This is an optimization exercise on Yosys and OpenROAD, whose aim is small area, not a production implementation.
RTL that was checked went through simulation tests only; none was proved equivalent to the original.
For run 4, only the layout was checked, not whether the RTL still works.
The flow treats the clock pin as an ideal source, which a real chip does not have.

===== flow/area.abc =====
strash
dch -f
amap
topo

===== design.v =====
module viterbi(in0, in1, in2, in3, in4, in5, in6, in7, out, clk, reset, error);
    input [2:0] in0;
    input [2:0] in1;
    input [2:0] in2;
    input [2:0] in3;
    input [2:0] in4;
    input [2:0] in5;
    input [2:0] in6;
    input [2:0] in7;
    output [2:0] out;
    input clk;
    input reset;
    output error;
    wire sl0 = in0 > in4;
    wire sl1 = in1 > in5;
    wire sl2 = in2 > in6;
    wire sl3 = in3 > in7;
    wire [2:0] s0 = sl0 ? in4 : in0;
    wire [2:0] s1 = sl1 ? in5 : in1;
    wire [2:0] s2 = sl2 ? in6 : in2;
    wire [2:0] s3 = sl3 ? in7 : in3;
    reg [3:0] m0, m1, m2, m3;
    wire smA = m0 > m2, ssA = s0 > s2;
    wire smB = m1 > m3, ssB = s1 > s3;
    wire [3:0] mlA = smA ? m2 : m0, mhA = smA ? m0 : m2;
    wire [3:0] mlB = smB ? m3 : m1, mhB = smB ? m1 : m3;
    wire [2:0] slA = ssA ? s2 : s0, shA = ssA ? s0 : s2;
    wire [2:0] slB = ssB ? s3 : s1, shB = ssB ? s1 : s3;
    wire [3:0] dA = mhA - mlA, dB = mhB - mlB;
    wire [2:0] eA = shA - slA, eB = shB - slB;
    wire [4:0] baseA = mlA + slA, baseB = mlB + slB;     
    wire [4:0] topA = mhA + shA, topB = mhB + shB;       
    wire err_n = topA[4] | topB[4];
    wire dgtA = dA > eA, dltA = dA < eA;
    wire dgtB = dB > eB, dltB = dB < eB;
    wire [3:0] dlA = dgtA ? eA : dA, dlB = dgtB ? eB : dB;    
    wire a0 = smA ? (ssA | dgtA) : (ssA & dltA);
    wire a1 = smA ? (~ssA | dgtA) : (~ssA & dltA);
    wire a2 = smB ? (ssB | dgtB) : (ssB & dltB);
    wire a3 = smB ? (~ssB | dgtB) : (~ssB & dltB);
    wire b01 = (smA & (s0 < s2)) | (ssA & (m0 < m2));       
    wire b23 = (smB & (s1 < s3)) | (ssB & (m1 < m3));       
    wire bab = baseA > baseB;
    wire [1:0] ctl_n = {bab, bab ? b23 : b01};
    wire [4:0] hi = bab ? baseA : baseB, lo = bab ? baseB : baseA;
    wire [4:0] o = hi - lo;
    wire [3:0] oA = bab ? o[3:0] : 4'd0, oB = bab ? 4'd0 : o[3:0];
    wire [3:0] hA = oA + dlA, hB = oB + dlB;
    wire alA = smA == ssA, alB = smB == ssB;                   
    reg [1:0] control;    
    reg err;
    reg [3:0] acs;        
    reg [3:0] sel;        
    always @(posedge clk) begin
        if (!reset) begin
            m0 <= 4'd0; m1 <= 4'd0; m2 <= 4'd0; m3 <= 4'd0;
            control <= 2'd0; err <= 1'b0; acs <= 4'd0; sel <= 4'd0;
        end else begin
            m0 <= alA ? oA : hA;
            m1 <= alA ? hA : oA;
            m2 <= alB ? oB : hB;
            m3 <= alB ? hB : oB;
            control <= ctl_n;
            err <= err_n;
            acs <= {a3, a2, a1, a0};
            sel <= {sl3, sl2, sl1, sl0};
        end
    end
    assign error = err;
    reg [3:0] ah [0:11];
    reg [3:0] sh [0:11];
    integer i;
    always @(posedge clk) begin
        ah[0] <= acs;
        sh[0] <= sel;
        for (i = 1; i < 12; i = i + 1) begin
            ah[i] <= ah[i-1];
            sh[i] <= sh[i-1];
        end
    end
    reg [3:0] cnt;
    always @(posedge clk) begin
        if (!reset) cnt <= 4'd0;
        else if (cnt != 4'd12) cnt <= cnt + 4'd1;
    end
    wire valid = cnt == 4'd12;
    wire [12:0] h;
    assign h[0] = control[0];
    assign h[1] = control[1];
    genvar g;
    generate
        for (g = 0; g < 11; g = g + 1) begin : trace
            wire t1 = h[g] ? ah[g][3] : ah[g][2];
            wire t0 = h[g] ? ah[g][1] : ah[g][0];
            assign h[g+2] = h[g+1] ? t1 : t0;
        end
    endgenerate
    wire x = h[12] ? (h[11] ? ~ah[11][3] : ah[11][2]) : (h[11] ? ~ah[11][1] : ah[11][0]);
    wire sb = x ? (h[12] ? sh[11][3] : sh[11][2]) : (h[12] ? sh[11][1] : sh[11][0]);
    assign out = valid ? {sb, x, h[12]} : 3'd0;
endmodule

===== constraint.sdc =====
create_clock -name core_clock -period 12.0 [get_ports {clk}]
set_input_delay 2.4000 -clock core_clock [delete_from_list [all_inputs] [get_ports {clk}]]
set_output_delay 2.4000 -clock core_clock [all_outputs]
set_load 0.01 [all_outputs]

===== flow/run.sh =====
#!/bin/bash
# Own layout flow: the standard layout (standard.sh) with these changes:
#  * synthesis: ABC maps the logic with an area-oriented script (flow/area.abc)
#    instead of ORFS's delay-oriented one, without ORFS's Kogge-Stone adder
#    map and full/half-adder extraction.  Flip-flops, their names and cells
#    are the standard synthesis's.
#  * port buffers are the smallest buffer, sky130_fd_sc_hd__buf_1 (every port
#    is still buffered);
#  * CTS uses small clock buffers and no dummy loads.
# Each tool's output goes to a log file in this folder.
set -euo pipefail
W=$(pwd)
ORIG=$(grep -o 'SYNTH_SCRIPT=[^ ]*' standard.sh | head -1 | cut -d= -f2- | tr -d "'\"")
sed "s#SYNTH_SCRIPT=[^ ]*#SYNTH_SCRIPT=$W/flow/synth_wrap.tcl#" standard.sh > my_standard.sh
export ORIG_SYNTH_SCRIPT="$ORIG"
export MY_ABC_SCRIPT="$W/flow/area.abc"
export ADDER_MAP_FILE=
export SYNTH_OPERATIONS_ARGS=-noshare
export BUFFER_PORTS_ARGS="-buffer_cell sky130_fd_sc_hd__buf_1"
export CTS_ARGS="-sink_clustering_enable -repair_clock_nets -dont_use_dummy_load -buf_list sky130_fd_sc_hd__clkbuf_4"
bash my_standard.sh synth > synth.log 2>&1
bash my_standard.sh > layout.log 2>&1

===== flow/synth_wrap.tcl =====
# Runs the standard flow's synthesis script unchanged, except that the abc call uses
# MY_ABC_SCRIPT (area-oriented) in place of its -script, without -D.
proc abc {args} {
  set out {}
  set skip 0
  foreach a $args {
    if { $skip } { set skip 0; continue }
    if { $a eq "-script" || $a eq "-D" } { set skip 1; continue }
    lappend out $a
  }
  yosys abc -script $::env(MY_ABC_SCRIPT) {*}$out
}
source $::env(ORIG_SYNTH_SCRIPT)

===== config.mk =====
export PLATFORM = sky130hd
export DESIGN_NAME = viterbi
export DESIGN_NICKNAME = viterbi
export VERILOG_FILES = /design/flow/design.v
export SDC_FILE = /design/flow/constraint.sdc
export NUM_CORES = 4
export LEC_CHECK = 0
export CAP_MARGIN = 20
export CORE_MARGIN = 2
export CORE_UTILIZATION = 40
export SLEW_MARGIN = 20

===== standard.sh =====
#!/bin/bash
# synth_recipe.tcl (not shown) runs the flow's synth.tcl, then flattens the netlist and writes it again
# the make line also repeats each setting of config.mk as NAME=value (left out here)
make -C /OpenROAD-flow-scripts/flow DESIGN_CONFIG=/design/flow/config.mk WORK_HOME=/design/flow/orfs CLKGATE_MAP_FILE= SYNTH_SCRIPT=/design/flow/synth_recipe.tcl "${@:-finish}"

==> run notes, run 1 <==
- The flow ran to the end and the layout has no timing, DRC or antenna violations.
- The TritonCTS clock tree is done.
- The path class of the tightest hold or removal check is register to register.
- The worst path needs 9.97 ns of the cycle, external delays included.
- The cell that appears most often on the critical path is sky130_fd_sc_hd__o21ai_0.
- By count the netlist is led by sky130_fd_sc_hd__dfxtp_1, sky130_fd_sc_hd__nor2_1, sky130_fd_sc_hd__clkinv_1, sky130_fd_sc_hd__o22ai_1, sky130_fd_sc_hd__nand2_1.
- The count of buffer and inverter cells on the critical path is 8.
- Across every metal layer, demand over resource in global routing totals 15.2%.
- The count of cells resized by post-cts repair is 0.
- The total placed cells including tap cells is 734.
- The delay contributed by the slowest stage of the critical path is 0.58 ns.
- Detailed placement finished with a half-perimeter wire length of 7.09 mm.
- In this run, the number of DRC markers left after iteration 0 of detailed routing was 310.
- The largest buffer count on any clock path is 2.
- The distinct cell type count after synthesis is 31.
- Synthesis produced a netlist with a net count of 587.
- The top cell type's share of synthesized area is 53.8%.
- The clock skew is 0.0403 ns.
- Pin placement for this block handled 30 I/O pins.
- The die covers 12,700 um2.
- Yosys printed 3 warnings.
- Setup violations remaining at the end of the flow were counted as 0.
- The later pin in the worst-skew pair is clocked with a latency of 0.48 ns.
- Across the run, the number of max-cap violations was 0.
- The number of global-route vias before repair came to 3,573.
- The synthesized design spends more area on one cell type than any other, namely sky130_fd_sc_hd__dfxtp_1.
- The pre-antenna-repair detailed-routing pass consisted of 5 iterations.
- Summed over all layers, the global routing overflow is 0.
- Setup repair after global routing left no endpoint under its margin.
- The synthesized netlist occupies a cell area of 4730 um2.
- The number of register bits inferred by synthesis is 127.
- After Yosys synthesis, and, or, nand and nor cells account for 13.6% of the synthesized area.
- The origin of the worst setup path is in3[0].
- The initial utilization of the core area, before any placement, comes to 41.2%.
- The post-detailed-route via-to-cell ratio is 5.34.
- The final setup TNS is 0 ns.
- The worst register-to-register path begins at m1[1].
- After floorplanning, the core was divided into 39 placement rows.
- In the post-synthesis netlist, the biggest area contributors are sky130_fd_sc_hd__dfxtp_1, sky130_fd_sc_hd__o22ai_1, sky130_fd_sc_hd__nor2_1.
- Summing the areas of all compound-gate instances in the mapped netlist gives 26.7% of the synthesized area.
- The placeable core area is 11,500 um2.
- The gate count after technology mapping is 561.
- The final weighted congestion in routability-driven placement is 0.881.
- Among all cell types in the netlist, the one instantiated most often is sky130_fd_sc_hd__dfxtp_1.
- The total number of nets in the final design is 636.
- The count of port buffers added during placement is 29.
- In the routed design, unresolved DRC markers number 0.
- The worst pin sits at a relative slew slack of 44.6%.
- The count of antenna diodes in the layout is 0.
- The average instance area after synthesis is 8.43 um2.
- The clock slew seen by the registers of the worst setup and hold paths is 0.12 ns.
- The largest individual stage delay along the critical path comes from the cell sky130_fd_sc_hd__a31oi_1.
- The post-route netlist has 2.96% of its cells at a drive strength greater than 1.
- The transition time of the tightest slew-check pin is 0.826 ns.
- The final count of hold timing violations is 0.
- The dominant register cell in the synthesized netlist is sky130_fd_sc_hd__dfxtp_1.
- Summing the areas of all xor and xnor instances in the mapped netlist gives 0% of the synthesized area.
- The final count of pins violating max slew is 0.
- STA classifies the critical path startpoint as an input port.
- Of all nets on the critical path, the largest fanout is 9.
- The proportion of synthesized flip-flops having asynchronous set or reset is 0%.
- The synthesized design contains 0 enable-type register cells.
- TritonCTS created 17 clock buffers.
- Detailed routing inserted a total of 4,007 vias.
- The die width is 113 um.
- The clock drives 127 sinks.
- The combinational family with the most area after synthesis is compound AO/OA/AOI/OAI gates.
- The initial antenna violation count is 0.
- Compared with the post-synthesis result, the final layout area differs by 8.94%.
- The cell sitting at the root of the clock tree is a sky130_fd_sc_hd__clkbuf_4.
- The launch instance of the worst min-delay path is ah[5][1].
- Wires add up to 9.40 mm.
- The cell family contributing the most delay on the critical path is compound AO/OA/AOI/OAI gates.
- Measured against the total synthesized area, the mux share comes to 0%.
- The critical path is of the input port to register type.
- The height of the chip is 113 um.
- The capturing element type of the critical path is a register.
- Leaving out filler cells and counting taps, the final layout contains 751.
- The global-route wire length before repair is 15.7 mm.
- The detail route stage leaves a number of antenna-violating nets equal to 0.
- The maximum number of pins on one net before global-route repair is 27.
- Hold repair after CTS inserted 0 buffers.
- The count of H-tree levels built during CTS is 4.
- Based on the critical path, the design can be clocked at up to 100 MHz.
- The portion of the clock cycle consumed by the worst path in the final layout is 83.1%.
- The arrival time of data at the critical path endpoint is 10.33 ns.
- The share of synthesized cell area in full adder, half adder and majority cells is 0%.
- For this run, the register share of the synthesized area comes to 53.8%.
- The number of buffers inserted by post-CTS setup repair is 0.
- The mean routed wirelength per cell is 12.5 um.
- The data required time at the worst endpoint is 12.36 ns.
cell type report:
class / instances / area, um2
inverter: 75 / 282
tap: 143 / 179
clock buffer: 17 / 128
multi-input combinational: 359 / 1900
sequential: 127 / 2540
fill: 1133 / 6320
timing repair buffer: 30 / 116
metal layers:
metal | GRT usage (%) | routed length (um) | vias up
met2 | 24.9 | 4420 | 89
met1 | 19.1 | 4410 | 1808
li1 | - | - | 2092
met4 | 5.45 | 181 | 0
met5 | 0 | 0 | -
met3 | 4.50 | 401 | 18
metrics by stage:
| stage | utilization, % | hold WS [ns] | setup slack [ns] | area [um2] |
|---|---|---|---|---|
| after floorplan | - | 0.310 | 3.43 | 4730 |
| after global placement | 43.8 | 0.310 | 2.19 | 5020 |
| after detailed placement | 43.8 | 0.312 | 1.86 | 5020 |
| after CTS | 44.9 | 0.307 | 2.29 | 5150 |
| after global routing | 44.9 | 0.305 | 1.22 | 5150 |
| final | 44.9 | 0.301 | 2.03 | 5150 |
sequential cells by signal, indices dropped and copies added, names as in the netlist:
signal	cells
control	2
cnt	4
sel	4
m0	4
ah	48
acs	4
m1	4
err	1
sh	48
m3	4
m2	4
cell usage in the layout, fill, tap and decap left out, types with 4 or more instances in the layout:
master and n:
sky130_fd_sc_hd__a21oi_1 35, sky130_fd_sc_hd__a221oi_1 6, sky130_fd_sc_hd__a22oi_1 22, sky130_fd_sc_hd__buf_1 29, sky130_fd_sc_hd__clkbuf_4 17, sky130_fd_sc_hd__clkinv_1 75
sky130_fd_sc_hd__dfxtp_1 127, sky130_fd_sc_hd__nand2_1 45, sky130_fd_sc_hd__nor2_1 93, sky130_fd_sc_hd__o21a_1 9, sky130_fd_sc_hd__o21ai_0 41, sky130_fd_sc_hd__o22a_1 5
sky130_fd_sc_hd__o22ai_1 65, sky130_fd_sc_hd__o32ai_1 5, sky130_fd_sc_hd__or2_0 4
worst paths after layout:
| kind | endpoint | slack (ns) | cells after the start |
|---|---|---|---|
| max reg2reg | m0[3] | 4.79 | 34 |
| max | m0[3] | 2.03 | 39 |
| min | ah[6][1] | 0.30 | 0 |
| min reg2reg | ah[6][1] | 0.30 | 0 |
kinds of logic (layout without fill, tap and decap cells):
family                 count (synthesis)  after routing
buffers and inverters                 75            122
AND/OR/NAND/NOR                      158            158
AO/OA/AOI/OAI                        201            201
flip-flops                           127            127
==> inputs of run 2 (changes only) <==
--- a/design.v
+++ b/design.v
@@ -23,11 +23,13 @@
     wire smA = m0 > m2, ssA = s0 > s2;
     wire smB = m1 > m3, ssB = s1 > s3;
-    wire [3:0] mlA = smA ? m2 : m0, mhA = smA ? m0 : m2;
-    wire [3:0] mlB = smB ? m3 : m1, mhB = smB ? m1 : m3;
+    wire [3:0] mhA = smA ? m0 : m2;
+    wire [2:0] mlA = smA ? m2[2:0] : m0[2:0];     
+    wire [3:0] mhB = smB ? m1 : m3;
+    wire [2:0] mlB = smB ? m3[2:0] : m1[2:0];
     wire [2:0] slA = ssA ? s2 : s0, shA = ssA ? s0 : s2;
     wire [2:0] slB = ssB ? s3 : s1, shB = ssB ? s1 : s3;
-    wire [3:0] dA = mhA - mlA, dB = mhB - mlB;
+    wire [3:0] dA = mhA - {1'b0, mlA}, dB = mhB - {1'b0, mlB};
     wire [2:0] eA = shA - slA, eB = shB - slB;
-    wire [4:0] baseA = mlA + slA, baseB = mlB + slB;     
+    wire [3:0] baseA = mlA + slA, baseB = mlB + slB;       
     wire [4:0] topA = mhA + shA, topB = mhB + shB;       
     wire err_n = topA[4] | topB[4];
@@ -43,6 +45,6 @@
     wire bab = baseA > baseB;
     wire [1:0] ctl_n = {bab, bab ? b23 : b01};
-    wire [4:0] hi = bab ? baseA : baseB, lo = bab ? baseB : baseA;
-    wire [4:0] o = hi - lo;
+    wire [3:0] hi = bab ? baseA : baseB, lo = bab ? baseB : baseA;
+    wire [3:0] o = hi - lo;
     wire [3:0] oA = bab ? o[3:0] : 4'd0, oB = bab ? 4'd0 : o[3:0];
     wire [3:0] hA = oA + dlA, hB = oB + dlB;
==> run 2 against run 1 <==
Against the previous run: critical endpoint is now out[2]; routed wire length shrank 5.9%; largest cell class unchanged; still clean on timing, DRC and antenna; count of clock-buffer cells in the layout stayed put; highest routed layer unchanged; critical path type is now register to output port; worst hold slack gained 0.0094 ns.
==> run notes, run 2 <==
- The run finished with no timing, DRC or antenna violations.
- The number of standard cells in the layout, taps in and fillers out is 742.
- Across the routed clock network, the largest skew measured is 0.0335 ns.
- The count of antenna diodes in the layout is 0.
- Clock latency on the worst-skew pair, taken at its later pin, is 0.49 ns.
- The height of the chip is 112 um.
- TritonCTS created 17 clock buffers.
- The leading cell type by number of instances after synthesis is sky130_fd_sc_hd__dfxtp_1.
- The worst setup path is launched from a register.
- For this configuration, the core starts out at a cell density of 41.1%.
- The initial antenna violation count is 0.
- The final count of hold timing violations came to 0.
- The tool flagged a number of max-cap violations equal to 0.
- In the routed design, unresolved DRC markers number 0.
- The biggest area contributor in the post-synthesis netlist is sky130_fd_sc_hd__dfxtp_1.
- Leaving out fill and tap cells, the most frequent cells in the layout are sky130_fd_sc_hd__dfxtp_1, sky130_fd_sc_hd__nor2_1, sky130_fd_sc_hd__clkinv_1.
- Clock-pin slew was measured on the worst setup and hold paths at 0.09 ns.
- The count of boundary I/O pins is 30.
- The post-layout instance area is 5100 um2.
- Counting flops with an async set or reset pin after synthesis yields a share of 0%.
- The final weighted congestion in routability-driven placement is 0.832.
- The capturing element type of the critical path is an output port.
- The area after detailed placement is 4980 um2.
- The die is 112 um wide.
- The largest buffer count on any clock path is 2.
- At the pin with the least slew margin, the transition time is 0.862 ns.
- Wires add up to 8.85 mm.
- Summing the sequential cell areas from Yosys gives 54.2% of the chip area.
- The residual antenna-violating net count after detailed routing is 0.
- Setup repair after global routing left no endpoint under its margin.
- In the finished design, the share of the clock period the worst path needs comes to 78.1%.
- Yosys mapped the design onto 28 distinct sky130hd cell types.
- Synthesis produced a netlist with a net count of 579.
- After synthesis the netlist holds a flip-flop and latch count of 127.
- The floorplan has 39 rows.
- The register-to-register path setup slack is 5.24 ns.
- The arrival time of data at the critical path endpoint is 6.97 ns.
- Summing the areas of all compound-gate instances in the mapped netlist gives 26.9% of the synthesized area.
- The combinational family with the most area after synthesis is compound AO/OA/AOI/OAI gates.
- Each instance of the synthesized netlist takes up on average 8.48 um2.
- After the last flow step, the layout net total stands at 627.
- The post-synthesis mux area share is 0%.
- The clock sink total is 127.
- The worst register-to-register path ends at m2[2].
- TritonCTS built the clock tree.
- In this run the cell area of the synthesized design comes to 4690 um2.
- In the global route stage, overall resource usage came out at 14.8%.
- The number of DRC violations after detailed-routing iteration 0 is 164.
- Of all nets on the critical path, the largest fanout is 6.
- Synthesis produced 553 cells.
- The post-placement worst setup slack is 2.62 ns.
- The startpoint identified for the worst register-to-register timing path is m1[1].
- The maximum operating frequency is 107 MHz.
- The first global-routing pass estimated 15.0 mm of wire.
- Once the clock tree was built, the resizer swapped 0 gates to a different size.
- Once routing completed, OpenROAD measured the worst setup slack at 2.63 ns.
- The Yosys warning count is 3.
- The post-detailed-route via-to-cell ratio is 5.24.
- The number of global-route vias before repair is 3,477.
- The clock tree root buffer cell is sky130_fd_sc_hd__clkbuf_4.
- The synthesized netlist devotes 12.7% of its cell area to simple gates.
- The number of search-and-repair iterations in the first detailed-routing pass is 4.
- The floorplan step defined a die boundary enclosing 12,600 um2.
- The synthesized-area fraction occupied by xor and xnor cells is 0%.
- Summed over all failing endpoints, the final setup total negative slack is 0 ns.
- The share of synthesized cell area in full adder, half adder and majority cells is 0%.
- The origin of the worst setup path is control[1].
- The launch instance of the worst min-delay path is sh[7][1].
- By count the netlist is led by sky130_fd_sc_hd__dfxtp_1, sky130_fd_sc_hd__nor2_1, sky130_fd_sc_hd__clkinv_1, sky130_fd_sc_hd__o22ai_1, sky130_fd_sc_hd__nand2_1.
- The count of H-tree levels built during CTS is 4.
- The clock period minus final worst setup slack is 9.37 ns.
- In the final layout, the registers with the most flip-flops are ah (48), sh (48).
- By startpoint and endpoint, the worst setup path is classified as register to output port.
- In this run the worst hold path is classified as register to register.
- The cell depth of the worst min-delay path is 0.
- The number of vias in the routed layout is 3,889.
- Port buffering added 29 buffers.
- The number of enable flip-flop cells after synthesis is 0.
- After detailed placement, the design holds a cell count of 725.
- The share of layout cells above drive strength 1 is 2.84%.
- Measured against its own limit, the worst slew margin works out to 42.3%.
- The dominant register cell in the synthesized netlist is sky130_fd_sc_hd__dfxtp_1.
- The most frequent standard cell in the layout excluding fill and tap cells is sky130_fd_sc_hd__dfxtp_1.
- The logic depth of the worst register-to-register path is 26.
- The synthesized design devotes to its leading area cell type 54.2% of total area.
- At the worst endpoint, the required time is 9.60 ns.
- Yosys attributes the largest share of cell area to sky130_fd_sc_hd__dfxtp_1, sky130_fd_sc_hd__o22ai_1, sky130_fd_sc_hd__nor2_1.
- The mean routed wirelength per cell is 11.9 um.
- The wire-length estimate of the detail-placed layout is 6.87 mm.
- For hold timing, the worst endpoint is sh[8][1].
- The maximum number of pins on one net before global-route repair is 27.
- The final count of pins violating max slew is 0.
- After global routing the overflow that remains totals 0.
- Once the clock tree was built, the setup fixing pass inserted 0 buffers.
- The count of endpoints failing setup in the final report is 0.
- The placeable core area is 11,400 um2.
- Compared with the post-synthesis result, the final layout area differs by 8.86%.
- In this run, post-CTS hold repair placed 0 buffers.
run 2: metrics by stage:
step	utilization [%]	hold WS, ns
after global placement	43.6	0.311
after detailed placement	43.6	0.312
after floorplan	-	0.310
after CTS	44.7	0.310
final	44.7	0.310
after global routing	44.7	0.321
run 2: worst max path at each step:
stage / end / slack, ns / cells after the start
detailed placement: m2[2] / 2.62 / 34
global placement: m2[2] / 2.81 / 30
CTS: out[2] / 2.54 / 26
floorplan: m2[3] / 3.85 / 34
finish: out[2] / 2.63 / 26
global route: out[2] / 1.48 / 27
run 2: routing by layer:
layer / part of all wire, % / up-vias / routed length, um / GRT usage [%]
met5: 0 / - / 0 / 0
met4: 1.5 / 0 / 129 / 5.53
met3: 4.2 / 10 / 372 / 4.75
met2: 48 / 65 / 4260 / 25.0
met1: 46 / 1740 / 4090 / 17.6
li1: - / 2074 / - / -
run 2: final cells by class:
cell class | count | area, um2
fillers | 1161 | 6310
flip-flops and latches | 127 | 2540
multi-input cells | 349 | 1860
inverters | 77 | 289
well taps | 143 | 179
clock buffers | 17 | 128
repair buffers | 29 | 109
run 2: logic make-up after synthesis:
kind of cell / count (synthesis)
and+or+nand+nor: 148
DFF: 127
buffers and inverters: 77
AOI/OAI and AO/OA: 201
run 2: worst max-delay path: stages, from the launching register on:
cell	delay, ns
sky130_fd_sc_hd__dfxtp_1	0.38
sky130_fd_sc_hd__clkinv_1	0.11
sky130_fd_sc_hd__o22ai_1	0.27
sky130_fd_sc_hd__clkinv_1	0.16
sky130_fd_sc_hd__o22ai_1	0.33
sky130_fd_sc_hd__clkinv_1	0.17
sky130_fd_sc_hd__o22ai_1	0.31
sky130_fd_sc_hd__clkinv_1	0.18
sky130_fd_sc_hd__o22ai_1	0.30
sky130_fd_sc_hd__clkinv_1	0.18
sky130_fd_sc_hd__o22ai_1	0.31
sky130_fd_sc_hd__clkinv_1	0.17
sky130_fd_sc_hd__o22ai_1	0.29
sky130_fd_sc_hd__clkinv_1	0.17
sky130_fd_sc_hd__o22ai_1	0.29
sky130_fd_sc_hd__clkinv_1	0.17
sky130_fd_sc_hd__o22ai_1	0.32
sky130_fd_sc_hd__clkinv_1	0.18
sky130_fd_sc_hd__o22ai_1	0.31
sky130_fd_sc_hd__clkinv_1	0.18
sky130_fd_sc_hd__o22ai_1	0.41
sky130_fd_sc_hd__clkinv_1	0.13
sky130_fd_sc_hd__o22ai_1	0.30
sky130_fd_sc_hd__clkinv_1	0.19
sky130_fd_sc_hd__o22a_1	0.24
sky130_fd_sc_hd__a311oi_1	0.27
sky130_fd_sc_hd__buf_1	0.18
==> inputs of run 3 (changes only) <==
--- a/design.v
+++ b/design.v
@@ -41,8 +41,5 @@
     wire a2 = smB ? (ssB | dgtB) : (ssB & dltB);
     wire a3 = smB ? (~ssB | dgtB) : (~ssB & dltB);
-    wire b01 = (smA & (s0 < s2)) | (ssA & (m0 < m2));       
-    wire b23 = (smB & (s1 < s3)) | (ssB & (m1 < m3));       
     wire bab = baseA > baseB;
-    wire [1:0] ctl_n = {bab, bab ? b23 : b01};
     wire [3:0] hi = bab ? baseA : baseB, lo = bab ? baseB : baseA;
     wire [3:0] o = hi - lo;
@@ -50,5 +47,4 @@
     wire [3:0] hA = oA + dlA, hB = oB + dlB;
     wire alA = smA == ssA, alB = smB == ssB;                   
-    reg [1:0] control;    
     reg err;
     reg [3:0] acs;        
@@ -57,5 +53,5 @@
         if (!reset) begin
             m0 <= 4'd0; m1 <= 4'd0; m2 <= 4'd0; m3 <= 4'd0;
-            control <= 2'd0; err <= 1'b0; acs <= 4'd0; sel <= 4'd0;
+            err <= 1'b0; acs <= 4'd0; sel <= 4'd0;
         end else begin
             m0 <= alA ? oA : hA;
@@ -63,5 +59,4 @@
             m2 <= alB ? oB : hB;
             m3 <= alB ? hB : oB;
-            control <= ctl_n;
             err <= err_n;
             acs <= {a3, a2, a1, a0};
@@ -70,4 +65,5 @@
     end
     assign error = err;
+    wire [1:0] control = (m0 == 4'd0) ? 2'd0 : (m1 == 4'd0) ? 2'd1 : (m2 == 4'd0) ? 2'd2 : 2'd3;
     reg [3:0] ah [0:11];
     reg [3:0] sh [0:11];
--- a/flow/run.sh
+++ b/flow/run.sh
@@ -7,6 +7,4 @@
 #  * port buffers are the smallest buffer, sky130_fd_sc_hd__buf_1 (every port
 #    is still buffered);
-#  * CTS uses small clock buffers and no dummy loads.
-# Each tool's output goes to a log file in this folder.
 set -euo pipefail
 W=$(pwd)
@@ -19,4 +17,5 @@
 export BUFFER_PORTS_ARGS="-buffer_cell sky130_fd_sc_hd__buf_1"
 export CTS_ARGS="-sink_clustering_enable -repair_clock_nets -dont_use_dummy_load -buf_list sky130_fd_sc_hd__clkbuf_4"
+export POST_CTS_TCL="$W/flow/post_cts.tcl"
 bash my_standard.sh synth > synth.log 2>&1
 bash my_standard.sh > layout.log 2>&1
==> flow/post_cts.tcl (new file) <==
set clk_slew_target 0.105
proc clkfix_is_clkbuf { inst } {
  return [string match "sky130_fd_sc_hd__clkbuf_*" [get_property $inst ref_name]]
}
proc clkfix_loads { inst } {
  set o [get_pins -of_objects $inst -filter "direction==output"]
  return [get_pins -of_objects [get_nets -of_objects $o] -filter "direction==input"]
}
proc clkfix_worst_slew { inst } {
  set worst 0
  foreach p [clkfix_loads $inst] {
    set s [get_property $p slew_max]
    if { $s > $worst } { set worst $s }
  }
  return $worst
}
set clkfix_bufs {}
foreach inst [get_cells *] { if { [clkfix_is_clkbuf $inst] } { lappend clkfix_bufs $inst } }
set clkfix_leaves {}
foreach b $clkfix_bufs {
  set drives_buf 0
  foreach p [clkfix_loads $b] {
    if { [clkfix_is_clkbuf [get_cells -of_objects $p]] } { set drives_buf 1 }
  }
  if { $drives_buf } {
    replace_cell $b sky130_fd_sc_hd__clkbuf_8
  } else {
    lappend clkfix_leaves $b
  }
}
estimate_parasitics -placement
foreach b $clkfix_leaves {
  foreach sz {sky130_fd_sc_hd__clkbuf_2 sky130_fd_sc_hd__clkbuf_4 sky130_fd_sc_hd__clkbuf_8 sky130_fd_sc_hd__clkbuf_16} {
    replace_cell $b $sz
    estimate_parasitics -placement
    if { [clkfix_worst_slew $b] < $clk_slew_target } { break }
  }
}
detailed_placement
check_placement -verbose
estimate_parasitics -placement
set clkfix_max 0
foreach p [get_pins -hierarchical */CLK] { set s [get_property $p slew_max]; if { $s > $clkfix_max } { set clkfix_max $s } }
puts "clock buffer sizing: worst flip-flop clock slew [format %.3f [expr { $clkfix_max * 1000 }]] ps (estimate)"
==> run 3 against run 2 <==
Against the previous run: still clean; routed wire length is 3.6% higher; non-clock buffer count did not move; register-to-register slack better by 0.39 ns; final cell count decreased by 0.67%; fmax is 7.7% lower; flip-flop and latch count shrank 2; setup slack got worse by 0.79 ns; first-iteration DRC count up 68%; final area is 0.96% lower; largest cell class unchanged.
==> run notes, run 3 <==
- STA classifies the critical path startpoint as a register.
- The wire length after detailed routing is 9.17 mm.
- For flop-to-flop paths, the worst setup slack is 5.63 ns.
- By count the netlist is led by sky130_fd_sc_hd__dfxtp_1, sky130_fd_sc_hd__nor2_1, sky130_fd_sc_hd__clkinv_1, sky130_fd_sc_hd__o22ai_1, sky130_fd_sc_hd__a21oi_1.
- The transition time of the tightest slew-check pin is 0.901 ns.
- After floorplanning, the core was sized to cover 11,400 um2.
- The cell depth of the worst min-delay path is 0.
- The count of port buffers added during placement is 29.
- The final count of pins violating max slew is 0.
- The overall routing resource usage is 15.0%.
- The height of the chip is 112 um.
- The cell row count is 39.
- The combinational family with the most area after synthesis is compound AO/OA/AOI/OAI gates.
- Among all flip-flop cells after synthesis, the most frequent one is sky130_fd_sc_hd__dfxtp_1.
- The clock sink total is 125.
- The TritonCTS clock tree is done.
- The global-route wire length before repair is 15.4 mm.
- The number of enable flip-flop cells after synthesis is 0.
- The most common cell type on the critical path is sky130_fd_sc_hd__clkinv_1.
- The count of antenna diodes in the layout is 0.
- Data arrives at the worst endpoint at 7.76 ns.
- The largest registers in the layout are ah (48), sh (48).
- The post-placement worst setup slack is 2.39 ns.
- The worst setup path is captured at an output port.
- Yosys printed 3 warnings.
- Max-cap violations in this run came to 0.
- The clock slew seen by the registers of the worst setup and hold paths is 0.09 ns.
- The area growth from synthesis to layout is 9.22%.
- Dividing the final minimum period by the clock period gives 84.6%.
- The number of register bits inferred by synthesis is 125.
- The maximum number of pins on one net before global-route repair is 25.
- The worst path setup slack after routing is 1.84 ns.
- The library cells used most frequently in the layout, excluding fill and tap cells, are sky130_fd_sc_hd__dfxtp_1, sky130_fd_sc_hd__nor2_1, sky130_fd_sc_hd__clkinv_1.
- The endpoint identified for the worst register-to-register timing path is m2[3].
- The critical-path cell with the highest stage delay is sky130_fd_sc_hd__o22ai_1.
- After Yosys synthesis, XOR and XNOR cells account for 0.189% of the synthesized area.
- The run finished with no timing, DRC or antenna violations.
- The distinct cell type count after synthesis is 30.
- The net count after synthesis is 574.
- The number of vias in the routed layout is 3,942.
- The HPWL after detailed placement is 6.99 mm.
- The residual antenna-violating net count after detailed routing is 0.
- The initial antenna violation count came to 0.
- The portion of synthesized area spent on multiplexers is 0%.
- Global routing consumed, on the met1 layer, 18.6% of the routing resources.
- Setup repair after global routing left no endpoint under its margin.
- The leading cell type by number of instances after synthesis is sky130_fd_sc_hd__dfxtp_1.
- For the worst-skew pair, the clock arrives at the later sink with an insertion delay of 0.39 ns.
- sky130_fd_sc_hd__dfxtp_1 takes more of the synthesized area than any other cell.
- Measured in cells, the most critical reg-to-reg path has a length of 26.
- The number of global-route vias before repair was 3,554.
- The total number of nets in the final design is 622.
- Setup total negative slack on the finished layout was measured at 0 ns.
- The clock period could shrink to 10.16 ns.
- After global routing the overflow that remains totals 0.
- For this run, asynchronously set or reset flops after synthesis account for 0%.
- Data on the critical path is required at its endpoint by 9.60 ns.
- The met2 usage is 24.2%.
- Yosys attributes the largest share of cell area to sky130_fd_sc_hd__dfxtp_1, sky130_fd_sc_hd__o22ai_1, sky130_fd_sc_hd__nor2_1.
- For met3 alone, demand over resource in global routing was 4.52%.
- Setup violations remaining at the end of the flow were counted as 0.
- Of the post-synthesis cell area, the dominant cell type holds 54.1%.
- The setup path with the least slack is of type register to output port.
- On the worst path, the slowest cell contributes a delay of 0.37 ns.
- At the end of routability-driven placement, the weighted congestion stood at 0.912.
- The kind of path behind the tightest hold check is register to register.
- In this run the most used layer during global routing was met2.
- Static timing analysis puts the maximum clock frequency at 98.5 MHz.
- Summing the sequential cell areas from Yosys gives 54.1% of the chip area.
- The compound-cell area share of the yosys netlist is 26.6%.
- The count of boundary I/O pins is 30.
- The count of unresolved DRC violations after routing is 0.
- The pre-antenna-repair detailed-routing pass consisted of 4 iterations.
- In this run the mean area of a mapped cell was 8.45 um2.
- After detailed routing, the number of vias per cell comes to 5.35.
- For hold timing, the worst endpoint is sh[4][2].
- The gate count after technology mapping is 548.
- The startpoint identified for the worst hold timing path is sh[3][2].
- The die area is 12,500 um2.
- The worst register-to-register path begins at m1[2].
- For this block, the initial DRC count from the detailed router was 276.
- Of the cells placed in the final design, the portion with a size suffix greater than 1 is 2.86%.
- The final count of hold timing violations was 0.
- In the final routed layout, each cell accounts on average for 12.4 um.
- The clock skew is 0.0413 ns.
- The post-synthesis simple-gate area fraction is 13.1%.
- The die width is 112 um.
- Along the worst path, the maximum fanout reaches 6.
- After synthesis the cells add up to 4630 um2.
- Leaving out fill and tap cells, the most frequent cell in the layout is sky130_fd_sc_hd__dfxtp_1.
- The worst max-slew margin expressed relative to the limit is 39.3%.
- The initial utilization of the core area, before any placement, comes to 40.7%.
- Of the total synthesized cell area, the portion taken by full adders, half adders and majority gates is 0%.
[run 3: cell count changes in the layout (fill, tap and decap cells not counted), moves of 3 or more]
cell                       previous run  this run
sky130_fd_sc_hd__a211oi_1             5         1
sky130_fd_sc_hd__a21oi_1             34        40
sky130_fd_sc_hd__a31oi_1              6         1
sky130_fd_sc_hd__clkbuf_2             0         3
sky130_fd_sc_hd__clkbuf_4            17        11
sky130_fd_sc_hd__clkbuf_8             0         3
sky130_fd_sc_hd__nand2_1             43        35
sky130_fd_sc_hd__nor2_1              88        94
sky130_fd_sc_hd__o32ai_1              3         6
[run 3: worst max path at each step]
| stage | start | endpoint | slack (ns) | depth (start not counted) |
|---|---|---|---|---|
| finish | m1[2] | out[2] | 1.84 | 31 |
| global route | m1[0] | out[2] | 0.91 | 31 |
| detailed placement | m1[2] | out[2] | 2.39 | 30 |
| global placement | in2[0] | m2[3] | 2.81 | 35 |
| floorplan | m1[2] | out[2] | 3.34 | 29 |
[run 3: cells by family (layout without fill, tap and decap cells)]
family	count (synthesis)	in the layout
buffers and inverters	75	121
xor gates and xnor gates	1	1
AOI/OAI and AO/OA	197	197
and+or+nand+nor	150	150
DFF	125	125
[run 3: layer usage]
layer / share of wire [%] / routed length (um)
met5: 0 / 0
met4: 2.0 / 187
met3: 5.0 / 455
met2: 47 / 4310
met1: 46 / 4220
[run 3: layout make-up]
class | instances | area [um2]
fill | 1133 | 6310
sequential | 125 | 2500
multi-input combinational | 348 | 1850
inverter | 75 | 282
tap | 143 | 179
clock buffer | 17 | 139
timing repair buffer | 29 | 109
[run 3: stage by stage]
| step | area (um2) | hold slack, ns | instances | util [%] |
|---|---|---|---|---|
| 2_1_floorplan | 4630 | 0.310 | 548 | - |
| 3_3_place_gp | 4920 | 0.311 | 720 | 43.2 |
| 3_5_place_dp | 4920 | 0.312 | 720 | 43.2 |
| 5_1_grt | 5060 | 0.308 | 737 | 44.5 |
| 6_report | 5060 | 0.289 | 737 | 44.5 |
[run 3: worst max-delay path, delay by kind of cell (launching register included)]
kind | cells | cell delay, ns
DFF | 1 | 0.35
AOI/OAI and AO/OA | 15 | 4.21
and+or+nand+nor | 3 | 0.65
buffers and inverters | 13 | 2.16
==> inputs of run 4 (changes only) <==
--- a/design.v
+++ b/design.v
@@ -20,5 +20,13 @@
     wire [2:0] s2 = sl2 ? in6 : in2;
     wire [2:0] s3 = sl3 ? in7 : in3;
-    reg [3:0] m0, m1, m2, m3;
+    reg [4:0] db;
+    reg [2:0] dlAr, dlBr;
+    reg alAr, alBr;
+    wire [3:0] mag = db[4] ? -db[3:0] : db[3:0];
+    wire [3:0] loA = db[4] ? 4'd0 : mag, loB = db[4] ? mag : 4'd0;
+    wire [3:0] m0 = loA + (alAr ? 3'd0 : dlAr);
+    wire [3:0] m1 = loA + (alAr ? dlAr : 3'd0);
+    wire [3:0] m2 = loB + (alBr ? 3'd0 : dlBr);
+    wire [3:0] m3 = loB + (alBr ? dlBr : 3'd0);
     wire smA = m0 > m2, ssA = s0 > s2;
     wire smB = m1 > m3, ssB = s1 > s3;
@@ -41,9 +49,5 @@
     wire a2 = smB ? (ssB | dgtB) : (ssB & dltB);
     wire a3 = smB ? (~ssB | dgtB) : (~ssB & dltB);
-    wire bab = baseA > baseB;
-    wire [3:0] hi = bab ? baseA : baseB, lo = bab ? baseB : baseA;
-    wire [3:0] o = hi - lo;
-    wire [3:0] oA = bab ? o[3:0] : 4'd0, oB = bab ? 4'd0 : o[3:0];
-    wire [3:0] hA = oA + dlA, hB = oB + dlB;
+    wire [4:0] dAB = {1'b0, baseA} - {1'b0, baseB};      
     wire alA = smA == ssA, alB = smB == ssB;                   
     reg err;
@@ -52,11 +56,10 @@
     always @(posedge clk) begin
         if (!reset) begin
-            m0 <= 4'd0; m1 <= 4'd0; m2 <= 4'd0; m3 <= 4'd0;
+            db <= 5'd0; dlAr <= 3'd0; dlBr <= 3'd0; alAr <= 1'b0; alBr <= 1'b0;
             err <= 1'b0; acs <= 4'd0; sel <= 4'd0;
         end else begin
-            m0 <= alA ? oA : hA;
-            m1 <= alA ? hA : oA;
-            m2 <= alB ? oB : hB;
-            m3 <= alB ? hB : oB;
+            db <= dAB;
+            dlAr <= dlA[2:0]; dlBr <= dlB[2:0];
+            alAr <= alA; alBr <= alB;
             err <= err_n;
             acs <= {a3, a2, a1, a0};
==> run 4 against run 3 <==
Against the previous run: die area is 0.37% lower; first-iteration DRC count fell by 28%; final area rose by 0.47%; sequential share of layout area decreased by 1.4 points; clock skew down 0.0083 ns; area after synthesis decreased by 0.38%; worst hold slack improved by 0.0086 ns; synthesized cell count increased by 2.4%; register-to-register slack better by 0.80 ns; critical endpoint unchanged.
==> run notes, run 4 <==
- After clock tree synthesis, the clock-pin slew on the worst setup and hold paths is 0.08 ns.
- The synthesized netlist devotes 26.0% of its cell area to compound gates.
- The synthesized netlist devotes 0% of its cell area to adder and majority cells.
- The initial antenna violation count came to 0.
- Entering global routing, the biggest net connects 18 pins.
- Yosys printed 3 warnings.
- Based on the critical path, the design can be clocked at up to 91.9 MHz.
- The number of vias in the routed layout is 3,889.
- Of the cells placed in the final design, the portion with a size suffix greater than 1 is 4.12%.
- The total number of nets in the final design is 635.
- Leaving out fill and tap cells, the most frequent cells in the layout are sky130_fd_sc_hd__dfxtp_1, sky130_fd_sc_hd__clkinv_1, sky130_fd_sc_hd__nor2_1.
- The number of placed instances, taps included, is 733.
- The die width is 111 um.
- In this run the worst path has a maximum fanout of 6.
- The most common cell type on the critical path is sky130_fd_sc_hd__clkinv_1.
- In this run the worst hold path is classified as register to register.
- The number of global-route vias before repair is 3,793.
- The placeable core area is 11,300 um2.
- The element type at the critical path start is a register.
- Of the post-synthesis cell area, the dominant cell type holds 53.0%.
- The proportion of synthesized flip-flops having asynchronous set or reset is 0%.
- TritonCTS built the clock tree.
- The die area is 12,400 um2.
- The portion of the clock cycle consumed by the worst path in the final layout is 90.7%.
- The origin of the worst setup path is alAr.
- The number of antenna diodes in the final layout is 0.
- Data on the critical path arrives at its endpoint at 8.49 ns.
- The final count of pins violating max slew is 0.
- The overall routing resource usage is 16.2%.
- By count the netlist is led by sky130_fd_sc_hd__dfxtp_1, sky130_fd_sc_hd__clkinv_1, sky130_fd_sc_hd__nor2_1, sky130_fd_sc_hd__o22ai_1, sky130_fd_sc_hd__o21ai_0.
- The reg-to-reg critical path startpoint is db[0].
- The synthesized design spends more area on one cell type than any other, namely sky130_fd_sc_hd__dfxtp_1.
- For the pin with the worst max-slew slack, the measured transition is 0.694 ns.
- Yosys mapped a number of flops with a built-in enable equal to 0.
- The data required time at the worst endpoint is 9.60 ns.
- The residual antenna-violating net count after detailed routing is 0.
- For this run, the share of the core covered by cells in the final layout is 44.9%.
- In this run the cell area of the synthesized design comes to 4610 um2.
- Measured against its own limit, the worst slew margin works out to 53.5%.
- Before antenna repair, the detailed router went through 4 iterations.
- The HPWL after detailed placement is 6.99 mm.
- The post-synthesis simple-gate area fraction is 13.5%.
- The synthesized-area fraction occupied by xor and xnor cells is 0%.
- The final count of hold timing violations came to 0.
- The number of nets handed over by synthesis was 587.
- Yosys mapped the design onto 28 distinct sky130hd cell types.
- After global routing the overflow that remains totals 0.
- The height of the chip is 111 um.
- Of the post-synthesis cell area, the part taken by muxes is 0%.
- For this run, the number of standard cells in the final layout without fillers is 750.
- The clock period minus final worst setup slack is 10.89 ns.
- The flow ran to the end and the layout has no timing, DRC or antenna violations.
- Synthesis inferred 122 register bits.
- Clock skew on the completed layout was measured at 0.0330 ns.
- Sorting the synthesized cells by area gives the leading types as sky130_fd_sc_hd__dfxtp_1, sky130_fd_sc_hd__o22ai_1, sky130_fd_sc_hd__clkinv_1.
- The final-layout fill cell count is 1,139.
- The clock sink total is 122.
- The count of unresolved DRC violations after routing is 0.
- The count of port buffers added during placement is 29.
- The cell depth of the worst min-delay path is 0.
- The clock latency on the worst-skew pair is 0.38 ns.
- The area growth from synthesis to layout is 10.1%.
- The starting density of the core is 40.7%.
- Measured in cells, the most critical reg-to-reg path has a length of 20.
- The average instance in the mapped netlist occupies 8.22 um2.
- The gate count after technology mapping is 561.
- The congestion estimate from routability-driven global placement came to 0.833.
- The final layout contains routed wiring with a total length of 9.30 mm.
- Dividing the detail-routed wire length by the instance count gives 12.4 um.
- In this design, the stage delay of the slowest critical-path cell is 0.40 ns.
- By area, the combinational part of the netlist is dominated by compound AO/OA/AOI/OAI gates.
- The most frequent standard cell in the layout excluding fill and tap cells is sky130_fd_sc_hd__dfxtp_1.
- The slowest stage of the critical path belongs to the cell sky130_fd_sc_hd__dfxtp_1.
- Using the TritonRoute via totals, the vias-per-cell ratio works out to 5.19.
- The count of boundary I/O pins is 30.
- The classification of the worst setup path is register to output port.
- The first global-routing pass estimated 16.3 mm of wire.
- The worst setup path is captured at an output port.
- The startpoint identified for the worst hold timing path is sh[4][1].
- Sequential cells were found to cover 53.0% of the synthesized design area.
- The count of endpoints failing setup in the final report is 0.
- The number of DRC violations after detailed-routing iteration 0 is 199.
- Among all flip-flop cells after synthesis, the most frequent one is sky130_fd_sc_hd__dfxtp_1.
- The largest registers in the layout are ah (48), sh (48), db (5).
- The initialized floorplan defines 39 standard-cell rows.
- The number of maximum-capacitance violations is 0.
- The leading cell type by number of instances after synthesis is sky130_fd_sc_hd__dfxtp_1.
run 4: final timing paths:
path,end,slack [ns]
worst max-delay path,out[2],1.11
worst min-delay path,sh[5][1],0.30
worst max register to register,dlBr[1],6.43
worst min register to register,sh[5][1],0.30
run 4: layout make-up:
| type | count | area [um2] | share of cell area (%) |
|---|---|---|---|
| Tap cell | 143 | 179 | 3.52 |
| Sequential cell | 122 | 2440 | 48.1 |
| Clock buffer | 17 | 130 | 2.56 |
| Inverter | 93 | 349 | 6.87 |
| Multi-Input combinational cell | 346 | 1870 | 36.8 |
| Timing Repair Buffer | 29 | 109 | 2.14 |
run 4: metrics by stage:
stage,TNS (ns),setup slack [ns],hold WS [ns],instance area [um2]
6_report,0,1.11,0.297,5080
5_1_grt,-0.0743,-0.0743,0.302,5080
3_3_place_gp,0,1.60,0.311,4900
3_5_place_dp,0,1.11,0.312,4900
2_1_floorplan,0,2.47,0.310,4610
run 4: kinds of logic (layout without fill, tap and decap cells):
group | Yosys count | in the layout
AOI/OAI and AO/OA | 199 | 199
DFF | 122 | 122
and+or+nand+nor | 147 | 147
buffers and inverters | 93 | 139
run 4: critical path, delay by kind of cell (launching register included):
family / cells / cell delay (ns)
simple gates: 7 / 0.92
buf+inv: 16 / 2.58
compound gates: 17 / 4.19
flops: 1 / 0.40
run 4: per-layer routing:
layer  vias to the layer above  global-route usage (%)  wire length, um
met3                        25                    5.66              448
li1                       2076                       -                -
met1                      1716                    19.4             4330
met4                         0                    8.23              305
met5                         -                       0                0
met2                        72                    25.8             4220
==> inputs of run 5 (changes only) <==
--- a/design.v
+++ b/design.v
@@ -68,5 +68,8 @@
     end
     assign error = err;
-    wire [1:0] control = (m0 == 4'd0) ? 2'd0 : (m1 == 4'd0) ? 2'd1 : (m2 == 4'd0) ? 2'd2 : 2'd3;
+    wire zA = db[4] | (db == 5'd0), zB = ~db[4];
+    wire zdA = dlAr == 3'd0, zdB = dlBr == 3'd0;
+    wire [1:0] control = (zA & (alAr | zdA)) ? 2'd0 : (zA & (~alAr | zdA)) ? 2'd1 :
+                         (zB & (alBr | zdB)) ? 2'd2 : 2'd3;
     reg [3:0] ah [0:11];
     reg [3:0] sh [0:11];
==> run 5 against run 4 <==
Against the previous run: first-iteration DRC count rose by 8.0%; area after synthesis is 0.62% lower; final cell count down 1.3%; highest routed layer unchanged; core utilization down 0.67 points; flip-flop and latch count is the same; sequential share of layout area up 0.73 points; register-to-register slack got worse by 0.37 ns; final area shrank 1.5%; non-clock buffer count is the same; routed wire length shrank 3.2%.
==> run notes, run 5 <==
- In this design, the critical path's most frequently occurring cell is sky130_fd_sc_hd__clkinv_1.
- The clock sink total is 122.
- The final setup TNS is 0 ns.
- The element type at the critical path start is a register.
- The run finished with no timing, DRC or antenna violations.
- The count of endpoints failing setup in the final report is 0.
- The count of boundary I/O pins is 30.
- STA classifies the critical path endpoint as an output port.
- The met1 global-route usage is 19.1%.
- The leading cell type by number of instances after synthesis is sky130_fd_sc_hd__dfxtp_1.
- The proportion of synthesized flip-flops having asynchronous set or reset is 0%.
- Counting flops and latches in the post-synthesis netlist gives 122.
- From bottom edge to top edge, the die measures 111 um.
- The total overflow left after global routing is 0.
- The starting density of the core is 40.5%.
- The final-layout fill cell count is 1,103.
- The total number of nets in the final design is 625.
- The kind of path behind the tightest hold check is register to register.
- From left edge to right edge, the die measures 111 um.
- The clock period could shrink to 10.22 ns.
- The placeable core area is 11,300 um2.
- The library cell used most frequently in the layout, excluding fill and tap cells, is sky130_fd_sc_hd__dfxtp_1.
- The leading area contributor after synthesis is sky130_fd_sc_hd__dfxtp_1.
- The number of maximum-capacitance violations is 0.
- The number of search-and-repair iterations in the first detailed-routing pass is 5.
- The worst slack on hold paths is 0.297 ns.
- The arrival time of data at the critical path endpoint is 7.82 ns.
- The count of antenna diodes in the layout is 0.
- The commonest cells after synthesis are sky130_fd_sc_hd__dfxtp_1, sky130_fd_sc_hd__clkinv_1, sky130_fd_sc_hd__nor2_1, sky130_fd_sc_hd__o22ai_1, sky130_fd_sc_hd__o21ai_0.
- The cell row count is 39.
- The post-synthesis to final-layout area growth is 9.17%.
- The clock latency on the worst-skew pair is 0.39 ns.
- The HPWL after detailed placement is 7.01 mm.
- In this run, synthesis inferred 0 flip-flops with an integrated enable.
- Synthesis produced a netlist with a net count of 577.
- The die area is 12,300 um2.
- The Yosys warning count is 3.
- The top cell type's share of synthesized area is 53.3%.
- The final layout contains routed wiring with a total length of 9.00 mm.
- After synthesis, the mean cell area works out to 8.32 um2.
- After detailed routing, the average wire length per cell comes to 12.2 um.
- At the worst endpoint, the required time is 9.60 ns.
- The number of global-route vias before repair was 3,503.
- The slowest stage of the critical path is the sky130_fd_sc_hd__o22ai_1 cell.
- The post-layout utilization of the core is 44.2%.
- The cell depth of the worst min-delay path is 0.
- After clock tree synthesis, the clock-pin slew on the worst setup and hold paths is 0.09 ns.
- The TritonCTS clock tree is done.
- For met2 alone, demand over resource in global routing was 25.4%.
- The post-detailed-route via-to-cell ratio is 5.18.
- For the worst flop-to-flop path, the logic depth is 30.
- Sorting the synthesized cells by area gives the leading types as sky130_fd_sc_hd__dfxtp_1, sky130_fd_sc_hd__o22ai_1, sky130_fd_sc_hd__clkinv_1.
- The transition time of the tightest slew-check pin is 0.667 ns.
- Counting distinct cell types in the post-synthesis netlist gives 29.
- The worst max-slew margin expressed relative to the limit is 55.1%.
- The final weighted congestion in routability-driven placement is 0.889.
- The count of port buffers added during placement is 29.
- The worst path uses 85.2% of the clock period.
- Static timing analysis puts the maximum clock frequency at 97.8 MHz.
- The first global-routing pass estimated 15.5 mm of wire.
- In this run, the number of DRC markers left after iteration 0 of detailed routing was 215.
- The clock skew is 0.0517 ns.
- The dominant register cell in the synthesized netlist is sky130_fd_sc_hd__dfxtp_1.
- In the global route stage, overall resource usage came out at 15.6%.
- The register area share after synthesis is 53.3%.
- The count of unresolved DRC violations after routing is 0.
- The initial antenna violation count is 0.
- Counting tap cells, the placed design contains a total of 723 instances.
- The most congested layer reported by global routing is met2.
- The largest single stage delay on the critical path is 0.39 ns.
- The number of standard cells in the layout, taps in and fillers out is 740.
- The area of the mapped netlist is 4580 um2.
- The met3 demand-to-capacity share in global routing is 5.03%.
- Of the cells placed in the final design, the portion with a size suffix greater than 1 is 2.85%.
- The residual antenna-violating net count after detailed routing is 0.
- The largest registers in the layout are ah (48), sh (48), db (5).
- The classification of the worst setup path is register to output port.
- Setup repair after global routing left no endpoint under its margin.
- The maximum net fanout on the critical path is 6.
- Synthesis handed over a netlist of 551 instances.
- The final count of pins violating max slew is 0.
- Entering global routing, the biggest net connects 18 pins.
- The final count of hold timing violations is 0.
- The library cells used most frequently in the layout, excluding fill and tap cells, are sky130_fd_sc_hd__dfxtp_1, sky130_fd_sc_hd__nor2_1, sky130_fd_sc_hd__clkinv_1.
- The detailed router placed 3,830 vias in this run.
==> run 5: cell type report <==
cell class | instances | area [um2] | area share [%]
timing repair buffer | 29 | 109 | 2.18
multi-input combinational | 348 | 1840 | 36.7
inverter | 81 | 304 | 6.08
clock buffer | 17 | 133 | 2.65
tap | 143 | 179 | 3.58
sequential | 122 | 2440 | 48.8
==> run 5: final timing paths <==
kind / from / endpoint / slack, ns
hold / removal: ah[1][3] / ah[2][3] / 0.30
setup reg to reg: db[4] / db[3] / 6.06
hold reg to reg: ah[1][3] / ah[2][3] / 0.30
setup / recovery: db[0] / out[2] / 1.78
==> run 5: cells by family after synthesis <==
group / count (synthesis) / share of synthesized area (%)
flops: 122 / 53.3
compound gates: 199 / 26.4
simple gates: 149 / 13.7
buf+inv: 81 / 6.63
==> run 5: critical path: cells and delay by family, from the launching register on <==
| kind | cells | cell delay (ns) |
|---|---|---|
| AO/OA/AOI/OAI | 16 | 4.35 |
| AND/OR/NAND/NOR | 4 | 0.46 |
| buffers and inverters | 13 | 2.24 |
| flip-flops | 1 | 0.38 |
==> run 5: metrics by stage <==
stage                     setup slack (ns)  cell area [um2]
after global routing                 0.709             5000
after floorplan                       3.31             4580
after detailed placement              2.32             4870
after global placement                2.83             4870
final                                 1.78             5000
==> run 5: per-layer routing <==
metal | up-vias | share of wire (%)
li1 | 2053 | -
met1 | 1676 | 47
met2 | 85 | 47
met3 | 16 | 3.7
met4 | 0 | 2.1
met5 | - | 0
==> inputs of run 6 (changes only) <==
--- a/design.v
+++ b/design.v
@@ -25,8 +25,12 @@
     wire [3:0] mag = db[4] ? -db[3:0] : db[3:0];
     wire [3:0] loA = db[4] ? 4'd0 : mag, loB = db[4] ? mag : 4'd0;
-    wire [3:0] m0 = loA + (alAr ? 3'd0 : dlAr);
-    wire [3:0] m1 = loA + (alAr ? dlAr : 3'd0);
-    wire [3:0] m2 = loB + (alBr ? 3'd0 : dlBr);
-    wire [3:0] m3 = loB + (alBr ? dlBr : 3'd0);
+    wire [2:0] xA = alAr ? 3'd0 : dlAr, yA = alAr ? dlAr : 3'd0;
+    wire [2:0] xB = alBr ? 3'd0 : dlBr, yB = alBr ? dlBr : 3'd0;
+    wire gA = ~db[4];
+    wire [3:0] hx = mag + (gA ? xA : xB), hy = mag + (gA ? yA : yB);
+    wire [3:0] m0 = gA ? hx : {1'b0, xA};
+    wire [3:0] m1 = gA ? hy : {1'b0, yA};
+    wire [3:0] m2 = gA ? {1'b0, xB} : hx;
+    wire [3:0] m3 = gA ? {1'b0, yB} : hy;
     wire smA = m0 > m2, ssA = s0 > s2;
     wire smB = m1 > m3, ssB = s1 > s3;
--- a/config.mk
+++ b/config.mk
@@ -8,4 +8,4 @@
 export CAP_MARGIN = 20
 export CORE_MARGIN = 2
-export CORE_UTILIZATION = 40
+export CORE_UTILIZATION = 55
 export SLEW_MARGIN = 20
==> run 6 against run 5 <==
Against the previous run: via count decreased by 1.3%; non-clock buffer count did not move; flip-flop and latch count did not move; critical path type unchanged; largest cell class unchanged.
==> run notes, run 6 <==
- Across the run, the number of max-cap violations was 0.
- STA classifies the critical path startpoint as a register.
- The total overflow left after global routing is 0.
- Measured against its own limit, the worst slew margin works out to 46.8%.
- On the critical path, the stage with the largest delay is an instance of sky130_fd_sc_hd__dfxtp_2.
- The post-detailed-route via-to-cell ratio is 5.55.
- Counting flops with a built-in enable in the synthesized netlist gives 0.
- In this run the most critical hold path is launched from sh[5][2].
- In this run the register-to-register setup slack is 5.63 ns.
- Summed over its instances, the top area cell type makes up 54.2% of the synthesized netlist area.
- The area of the mapped netlist is 4510 um2.
- The number of nets in the synthesized netlist is 556.
- The die area is 8940 um2.
- In the finished design, the share of the clock period the worst path needs comes to 90.0%.
- During placement, the flow inserted port buffers numbering 29.
- Compared with the post-synthesis result, the final layout area differs by 8.77%.
- The worst register-to-register path begins at db[4].
- The HPWL after detailed placement is 6.71 mm.
- The average instance area after synthesis is 8.51 um2.
- The worst register-to-register path ends at db[4].
- The delay contributed by the slowest stage of the critical path is 0.58 ns.
- The capturing element type of the critical path is an output port.
- The logic depth of the worst register-to-register path is 31.
- Of all flip-flops after synthesis, the portion carrying an async set or reset was 0%.
- The die width is 94.5 um.
- The clock latency on the worst-skew pair is 0.39 ns.
- The largest registers in the layout are ah (48), sh (48), db (5).
- The flow ran to the end and the layout has no timing, DRC or antenna violations.
- The largest total area in the synthesized netlist belongs to sky130_fd_sc_hd__dfxtp_1.
- The path class of the tightest hold or removal check is register to register.
- The data required time at the worst endpoint is 9.60 ns.
- The classification of the worst setup path is register to output port.
- The share of layout cells above drive strength 1 is 3.64%.
- The residual antenna-violating net count after detailed routing is 0.
- The mean routed wirelength per cell is 13.0 um.
- The final count of pins violating max slew was 0.
- The TritonCTS clock tree is done.
- At the pin with the least slew margin, the transition time is 0.791 ns.
- The clock period minus final worst setup slack is 10.80 ns.
- After routing, the total negative slack on setup checks comes to 0 ns.
- The endpoint of the worst hold path is sh[6][2].
- In the layout the commonest cells are sky130_fd_sc_hd__dfxtp_1, sky130_fd_sc_hd__o22ai_1, sky130_fd_sc_hd__nor2_1.
- Before antenna repair, the detailed router went through 5 iterations.
- The initial antenna violation count is 0.
- For the worst setup path, the data arrival time is 8.40 ns.
- Counting distinct cell types in the post-synthesis netlist gives 27.
- Yosys instantiated no cell more often than sky130_fd_sc_hd__dfxtp_1.
- The worst hold path passes through 0 cells.
- Setup repair after global routing left no endpoint under its margin.
- The number of register bits inferred by synthesis is 122.
- The final weighted congestion in routability-driven placement is 0.858.
- The final count of hold timing violations is 0.
- The dominant register cell in the synthesized netlist is sky130_fd_sc_hd__dfxtp_1.
- Clock-pin slew was measured on the worst setup and hold paths at 0.09 ns.
- The count of antenna diodes in the layout is 0.
- Entering global routing, the biggest net connects 23 pins.
- The final-layout fill cell count is 735.
- The most common cell type on the critical path is sky130_fd_sc_hd__clkinv_1.
- The count of endpoints failing setup in the final report is 0.
- The routed design has 8.90 mm of wire.
- The gate count after technology mapping is 530.
- Sorting the synthesized cells by how often they occur yields sky130_fd_sc_hd__dfxtp_1, sky130_fd_sc_hd__o22ai_1, sky130_fd_sc_hd__nor2_1, sky130_fd_sc_hd__clkinv_1, sky130_fd_sc_hd__o21ai_0.
- The die is 94.5 um tall.
- The most frequent standard cell in the layout excluding fill and tap cells is sky130_fd_sc_hd__dfxtp_1.
- The post-layout instance area is 4900 um2.
- The core region is 8090 um2.
- The detailed router finished its first iteration with 207 violations.
- For this run, the post-layout net count is 605.
- For the final database, setup skew stands at 0.0425 ns.
- The starting density of the core is 55.7%.
- The overall routing resource usage is 21.6%.
- Summing over every cut layer, the via total after detailed routing is 3,782.
- The maximum net fanout on the critical path is 23.
- The register area share after synthesis is 54.2%.
- The post-layout utilization of the core is 60.6%.
- Sorting the synthesized cells by area gives the leading types as sky130_fd_sc_hd__dfxtp_1, sky130_fd_sc_hd__o22ai_1, sky130_fd_sc_hd__nor2_1.
- The Yosys warning count is 3.
- The count of boundary I/O pins is 30.
- For this run, design rule violations remaining after detail routing come to 0.
- Row generation in the floorplan step produced 33 rows.
- The maximum operating frequency is 92.6 MHz.
- The area after detailed placement is 4750 um2.
- The global-route wire length before repair is 14.9 mm.
- The clock sink total is 122.
- The number of global-route vias before repair came to 3,408.
==> run 6: cell types whose count changed after synthesis, sizes merged, moves of 4 or more <==
| cell | previous run | this run |
|---|---|---|
| clkinv | 81 | 60 |
| nor2 | 81 | 69 |
| a21oi | 39 | 45 |
| nand2 | 39 | 44 |
| a221oi | 10 | 6 |
| o22ai | 72 | 76 |
==> run 6: through the flow <==
| step | hold slack, ns | worst slack [ns] | std cells |
|---|---|---|---|
| 5_1_grt | 0.313 | 0.0552 | 682 |
| 3_3_place_gp | 0.310 | 1.86 | 664 |
| 2_1_floorplan | 0.310 | 2.48 | 530 |
| 6_report | 0.314 | 1.20 | 682 |
| 3_5_place_dp | 0.312 | 1.06 | 664 |
==> run 6: how the worst max path moves through the flow <==
stage	depth (start not counted)	endpoint	slack, ns	startpoint
floorplan	29	out[2]	2.48	db[4]
global placement	30	out[2]	1.86	db[4]
detailed placement	30	out[2]	1.06	db[4]
global route	30	out[2]	0.06	db[4]
finish	30	out[2]	1.20	db[4]
==> run 6: worst max-delay path, delay by kind of cell, from the launching register on <==
kind	cells	cell delay (ns)
AO/OA/AOI/OAI	15	4.57
buffers and inverters	14	2.72
flip-flops	1	0.58
AND/OR/NAND/NOR	1	0.13
==> run 6: per-layer routing <==
metal	track usage, %	up-vias	wire length, um
met5	0	-	0
met4	9.18	0	167
met3	5.83	17	378
met2	36.8	101	4210
met1	25.6	1657	4140
li1	-	2007	-
==> run 6: cell type report <==
| cell class | count | area (um2) | share of cell area [%] |
|---|---|---|---|
| multi-input cells | 348 | 1850 | 37.7 |
| well taps | 105 | 131 | 2.68 |
| inverters | 60 | 229 | 4.67 |
| repair buffers | 29 | 109 | 2.22 |
| repair inverters | 1 | 5.00 | 0.102 |
| clock buffers | 17 | 139 | 2.83 |
| flip-flops and latches | 122 | 2440 | 49.8 |
==> run 6: kinds of logic after synthesis <==
kind of cell           synth area share (%)
buffers and inverters                  4.99
and+or+nand+nor                        13.3
DFF                                    54.2
AOI/OAI and AO/OA                      27.6

==> port drivers added, routing unchanged <==
The results above use ideal ports. As a check the final layouts listed here were re-extracted and re-timed, cells and wires unchanged. Step 1 assumes that a clkbuf_16 drives the clock port and a buf_2 every other input. Step 2 times the ports against the registers' clock, not the clock port: input delays grow and output delays shrink by t, the midpoint of the rising clock arrivals with the driver on. a / b / c = no drivers / after step 1 / after step 2; a / b = the first two.
run | shift t [ns] | setup slack, ns | latest minus earliest clock arrival (ns) | worst register clock-pin slew, ns | worst slew at a driven data input, ns
run 1 | 0.491 | 2.029 / 2.038 / 1.547 | 0.043 / 0.042 | 0.12 / 0.12 | 0.03
run 2 | 0.490 | 2.630 / 2.603 / 2.434 | 0.050 / 0.049 | 0.12 / 0.12 | 0.03
run 3 | 0.397 | 1.844 / 1.812 / 2.210 | 0.043 / 0.043 | 0.10 / 0.10 | 0.03
run 4 | 0.408 | 1.115 / 1.081 / 1.489 | 0.045 / 0.046 | 0.10 / 0.10 | 0.04
run 5 | 0.398 | 1.779 / 1.748 / 2.146 | 0.055 / 0.054 | 0.10 / 0.10 | 0.04
run 6 | 0.406 | 1.198 / 1.165 / 1.571 | 0.043 / 0.043 | 0.10 / 0.10 | 0.03
After both steps setup and hold are still met in every run listed. The setup slack of run 1, which loses most, moves by +0.009 ns with the drivers and by -0.482 ns with both steps.
